Context: an optimization exercise on an open-source flow, tuned for small area and a short achievable clock period. The choices shown serve that exercise and are no tape-out recipe.
At most, simulation tests tie the RTL to the original design; equivalence was not proved.
Power figures rest on the tool's default switching activity, not on a simulated workload.

## CentralProcessingUnit
module CentralProcessingUnit (
  input clock,
  input reset,
  input handInterruptSignalIn,
  input [15:0] IF_memory_read,
  output [15:0] IF_address,
  input [15:0] MEM_memory_read,
  output reg [1:0] MEM_memory_control,
  output reg [15:0] MEM_memory_address,
  output reg [15:0] MEM_target_value,
  output [175:0] register_value
);
Size: roughly 260 I/O pins, ~21000 um^2 of cells after synthesis.
clock: 11.0 ns
lec_check: 0
abc_area: 1
cap_margin: 20
core_margin: 2
core_utilization: 40
place_density: 0.5
setup_slack_margin: 5
slew_margin: 20
tns_end_percent: 0
standard.sh (not shown) runs the stock make flow with config.mk's settings and CLKGATE_MAP_FILE= SYNTH_SCRIPT=/design/flow/synth_recipe.tcl, a recipe that flattens the netlist after the stock synthesis.
==> flow/flow/run.sh <==
#!/bin/bash
set -e
export BUFFER_PORTS_ARGS="-buffer_cell sky130_fd_sc_hd__buf_1"
export CTS_ARGS="-sink_clustering_enable -repair_clock_nets -sink_clustering_size 16 -sink_clustering_max_diameter 50 -buf_list sky130_fd_sc_hd__clkbuf_8 -dont_use_dummy_load"
bash standard.sh > standard.log 2>&1
The starting point ran to the end with no violations.
Edit:
- CORE_UTILIZATION: 40 -> 50
- PLACE_DENSITY: 0.5 -> 0.6
Power decreases by 0.38%; core utilization goes up by 12 points; via count came out higher by 2.7%; cell count shrinks by 3.2%; setup slack gains 0.031 ns; design area is higher by 0.78%; die area came out lower by 20%; clock-buffer cell count drops by 3; critical path depth increases by 5; area after synthesis is unchanged; wire length is lower by 5.7%.
Edit:
- CORE_UTILIZATION: 50 -> 45
- PLACE_DENSITY: 0.6 -> 0.55
Effect:
- via count is lower by about 2.2%
- setup slack gets better by 0.0068 ns
- total power is higher by about 1%
- die area climbs by 11%
- combinational power hardly moves
- worst hold slack loses 0.012 ns
- clock-buffer cell count grows by 2
- sequential power stays flat
- wire length came out higher by about 4.3%

CentralProcessingUnit again, from the RTL that the note above started with.
export LEC_CHECK = 0
export ABC_AREA = 1
export CAP_MARGIN = 20
export CORE_MARGIN = 2
export CORE_UTILIZATION = 45
export PLACE_DENSITY = 0.65
export SETUP_SLACK_MARGIN = 5
export SLEW_MARGIN = 20
export TNS_END_PERCENT = 0
create_clock -name core_clock -period 11.0 [get_ports {clock}]
Scripts as last shown in full above: flow/flow/run.sh
Rerun with:
CORE_UTILIZATION = 55   (was 45)
PLACE_DENSITY = 0.6   (was 0.65)
TNS_END_PERCENT = 10   (was 0)
What happened:
- The new run completed without violations
- worst setup slack is better by 0.088 ns
- clock power hardly moves
- count of clock-buffer cells in the layout came out lower by 1
- wire length came out lower by 3.6%
- hold slack is better by 0.0048 ns

Setup of old:
Starting RTL as in the previous note.
export LEC_CHECK = 0
export ABC_AREA = 1
export CAP_MARGIN = 20
export CORE_MARGIN = 2
export CORE_UTILIZATION = 50
export PLACE_DENSITY = 0.68
export SETUP_SLACK_MARGIN = 5
export SLEW_MARGIN = 20
export TNS_END_PERCENT = 0
create_clock -name core_clock -period 11.0 [get_ports {clock}]
Scripts as last shown in full above: flow/flow/run.sh
For new, these inputs were changed with respect to old:
Settings: CORE_UTILIZATION changed from 50 to 60; PLACE_DENSITY changed from 0.68 to 0.65.
- A type of the worst setup path of register to output pin is what new shows, while primary input to output pin belongs to old.
- Compared with old, in new register-to-register slack decreased 0.31 ns; net switching share of the total power essentially unchanged.
- Diff old -> new | placer congestion estimate | increase of 2.5%
- [new vs old] final period utilization: higher in new
- Comparing old and new, total power is lower on old.
- old vs new, standard cell with the maximum stage delay on the critical path: sky130_fd_sc_hd__nor2_1 vs sky130_fd_sc_hd__nand4_1
- Status: number of ordinary inverters in the final layout parity (old, new)
- On post-CTS setup buffer count, the higher figure sits with new, not old.
- As far as post-synthesis cell area goes, old and new are indistinguishable; the numbers are identical.
- Proportion of layout cells with a drive suffix above 1: lower on old

## before
CentralProcessingUnit, a different RTL version from the one above (not shown whole).
Size in the first run: about 2600 cells after synthesis, ~260 I/O pins.
// CentralProcessingUnit
module CentralProcessingUnit (
  input clock,
  input reset,
  input handInterruptSignalIn,
  input [15:0] IF_memory_read,
  output [15:0] IF_address,
  input [15:0] MEM_memory_read,
  output reg [1:0] MEM_memory_control,
  output reg [15:0] MEM_memory_address,
  output reg [15:0] MEM_target_value,
  output [175:0] register_value
);
localparam [15:0] NOP = 16'h0800;
reg [15:0] fetched;         
reg [15:0] inst;            
reg [15:0] pc;              
reg        inInt;          
reg [3:0]  istate;
reg [3:0]  iindex;
reg [3:0]  handCache;
reg [15:0] aluResult;       
reg        tFlag;
reg        tWriteEnable;
reg [15:0] dataAddress;     
reg [1:0]  dataControl;
reg [3:0]  target3;         
reg [3:0]  target4;         
reg [207:0] regs;           
wire [15:0] selected = inInt ? {8'hF8, istate, iindex} : fetched;
function [20:0] decode(input [15:0] i);
  reg [3:0] fa, sa, ta, p1, p2, p3;
  reg [2:0] jc;
  reg [3:0] decIndex;
  reg decInt, decIntJump;
  begin
  p1 = {1'b0, i[10:8]};
  p2 = {1'b0, i[7:5]};
  p3 = {1'b0, i[4:2]};
  fa = 0; sa = 0; ta = 4'hf; jc = 0; decIndex = 0; decInt = 0; decIntJump = 0;
  case (i[15:11])
    5'b01001: begin ta = p1; fa = p1; end                  
    5'b01000: begin ta = p2; fa = p1; end                  
    5'b00010: jc = 3'd1;                                   
    5'b00100: begin jc = 3'd2; fa = p1; end                
    5'b00101: begin jc = 3'd3; fa = p1; end                
    5'b01101: ta = p1;                                     
    5'b10011: begin ta = p2; fa = p1; end                  
    5'b11011: begin fa = p1; sa = p2; end                  
    5'b00000: begin ta = p1; sa = 4'd8; end                
    5'b01110: fa = p1;                                     
    5'b10010: begin ta = p1; sa = 4'd8; end                
    5'b11010: begin fa = p1; sa = 4'd8; end                
  ...
export LEC_CHECK = 0
export ABC_CLOCK_PERIOD_IN_PS = 6000
export CAP_MARGIN = 20
export CORE_MARGIN = 2
export CORE_UTILIZATION = 40
export PLACE_DENSITY = 0.6
export SETUP_SLACK_MARGIN = 4
export SLEW_MARGIN = 20
create_clock -name core_clock -period 11.0 [get_ports {clock}]
==> flow/flow/run.sh <==
#!/bin/bash
# Standard layout, run whole; its output goes to standard.log here.
set -e
bash standard.sh > standard.log 2>&1
before finished end to end and its layout was clean on timing, DRC and antenna.
### before -> after
==> flow/flow/run.sh <==
#!/bin/bash
# The standard layout, with the port buffers made from the smallest buffer cell
# instead of ORFS's default pick (a delay cell). Every port still gets a buffer.
set -e
export BUFFER_PORTS_ARGS="-buffer_cell sky130_fd_sc_hd__buf_1"
bash standard.sh > standard.log 2>&1
-- flow/config.mk --
<<< before, line 7
export LEC_CHECK = 0
export ABC_CLOCK_PERIOD_IN_PS = 6000
export CAP_MARGIN = 20
export CORE_MARGIN = 2
export CORE_UTILIZATION = 40
export PLACE_DENSITY = 0.6
>>> after, line 7
export LEC_CHECK = 0
export ABC_AREA = 1
export CAP_MARGIN = 20
export CORE_MARGIN = 2
export CORE_UTILIZATION = 50
export CTS_BUF_LIST = sky130_fd_sc_hd__clkbuf_8
export PLACE_DENSITY = 0.6
Diff after and before: sequential power share lower in before. In the reports for after and before, the smaller number of cells on the critical path belongs to after. Clock network fraction of total power, after and before: higher on before. [compare] base=before new=after: relative max-transition margin decreased 1.6 points, share of the cycle needed by the critical path after routing increased 1.7 points, total number of vias increased 1569. In the metrics for after and before, the one carrying the lower first-pass GRT wire length is after. Area share of xor/xnor cells in the synthesized design was higher in before than in after.
Function was not checked in any run of this note: the RTL went through the layout flow alone.

CentralProcessingUnit, a different RTL version from the one above (not shown whole).
Size: about 3100 cells after synthesis, about 260 I/O pins, roughly 22000 um2 of cells after synthesis.
Settings: LEC_CHECK=0, ABC_AREA=1, CAP_MARGIN=20, CORE_MARGIN=2, CORE_UTILIZATION=50, CTS_BUF_LIST=sky130_fd_sc_hd__clkbuf_8, CTS_CLUSTER_DIAMETER=50, CTS_CLUSTER_SIZE=16, PLACE_DENSITY=0.6, SETUP_SLACK_MARGIN=5, SLEW_MARGIN=20, TNS_END_PERCENT=0; clock period 11.0 ns.
==> flow/flow/run.sh <==
#!/bin/bash
# The standard layout, with the port buffers made from the smallest buffer cell
# instead of ORFS's default pick (a delay cell). Every port still gets a buffer.
set -e
export BUFFER_PORTS_ARGS="-buffer_cell sky130_fd_sc_hd__buf_1"
bash standard.sh > standard.log 2>&1
==> next run, changes <==
==> flow/flow/run.sh (replaced) <==
#!/bin/bash
# Standard layout with two changes:
#  - synthesis maps the logic with a stronger ABC area script (flow/abc_area.script);
#    everything else in synthesis, registers included, is the standard one;
#  - the port buffers use the smallest buffer cell. Every port still gets a buffer.
# Each step's full output goes to a log file of its own in this folder.
set -e
HERE=$(pwd)
rm -rf "$HERE/scripts"
cp -r "$FLOW_HOME/scripts" "$HERE/scripts"
cp "$HERE/flow/abc_area.script" "$HERE/scripts/abc_area.script"
export BUFFER_PORTS_ARGS="-buffer_cell sky130_fd_sc_hd__buf_1"
bash standard.sh SCRIPTS_DIR="$HERE/scripts" synth > synth.log 2>&1
bash standard.sh finish > standard.log 2>&1
==> flow/flow/abc_area.script (new file) <==
strash
ifraig
dc2
dch -f
map -a -B 0.9
topo
strash
dc2
dch -f
map -a -B 0.9
topo
strash
dch -f
map -a -B 0.9
topo
stime -c
buffer -c
upsize -c
dnsize -c
Settings changed: CTS_CLUSTER_DIAMETER 50 to unset, CTS_CLUSTER_SIZE 16 to unset.
Global-route usage rose by 6.6 points.
Worst setup slack got worse by 0.75 ns.
Clock skew hardly moves.
==> next run, changes <==
==> flow/flow/run.sh (replaced) <==
#!/bin/bash
# The standard layout, with the port buffers made from the smallest buffer cell
# instead of ORFS's default pick (a delay cell). Every port still gets a buffer.
set -e
export BUFFER_PORTS_ARGS="-buffer_cell sky130_fd_sc_hd__buf_1"
bash standard.sh > standard.log 2>&1
removed: flow/flow/abc_area.script
Effect: The changed run completed without violations. Final cell count climbs by about 15%. Sequential power climbs by 13%. Hold slack gets better by 0.0069 ns. Setup slack gets better by 0.70 ns. Total power climbs by 16%. First-iteration DRC count climbs by about 18%. Clock skew drops by 0.029 ns. Global-route usage drops by 6.4 points. Core utilization drops by 0.85 points.

-- re-timing with driven ports --
How much do the figures lean on ideal ports? The routed layouts below were timed once more, with nothing changed but the port constraints. Step 1 sets driving cells, clkbuf_16 on the clock port and buf_2 on the other inputs (assumed; they add their load-dependent delay and slew). Step 2 also shifts input and output timing later by t, the mid clock arrival at the registers, as if the neighbouring blocks saw the same clock. Slacks: no drivers / after step 1 / after step 2; pairs: no drivers / after step 1.
| run | t (ns) | setup slack, ns | slew at the worst register clock pin (ns) | worst data-port slew with drivers (ns) |
|---|---|---|---|---|
| the first run of note 1 | 0.680 | 4.655 / 4.624 / 4.409 | 0.11 / 0.11 | 0.06 |
| the second run of note 1 | 0.666 | 4.686 / 4.631 / 4.500 | 0.10 / 0.10 | 0.07 |
| the third run of note 1 | 0.688 | 4.693 / 4.650 / 4.491 | 0.10 / 0.10 | 0.05 |
| the first run of note 2 | 0.672 | 4.564 / 4.448 / 3.921 | 0.10 / 0.10 | 0.11 |
| the second run of note 2 | 0.658 | 4.651 / 4.603 / 4.444 | 0.10 / 0.10 | 0.07 |
| old | 0.673 | 4.561 / 4.520 / 4.520 | 0.10 / 0.10 | 0.06 |
| new | 0.686 | 4.475 / 4.421 / 3.901 | 0.10 / 0.10 | 0.10 |
| before | 0.655 | 4.138 / 4.097 / 3.863 | 0.07 / 0.07 | 0.05 |
| after | 0.781 | 3.955 / 3.923 / 3.923 | 0.07 / 0.07 | 0.04 |
| the first run of note 5 | 0.695 | 4.588 / 4.532 / 4.383 | 0.10 / 0.10 | 0.06 |
| the second run of note 5 | 0.776 | 3.841 / 3.781 / 3.870 | 0.08 / 0.08 | 0.05 |
| the third run of note 5 | 0.742 | 4.542 / 4.487 / 4.338 | 0.07 / 0.07 | 0.06 |
After both steps setup and hold are still met in every run listed. The setup slack of the first run of note 2, which loses most, moves by -0.116 ns with the drivers and by -0.643 ns with both steps.
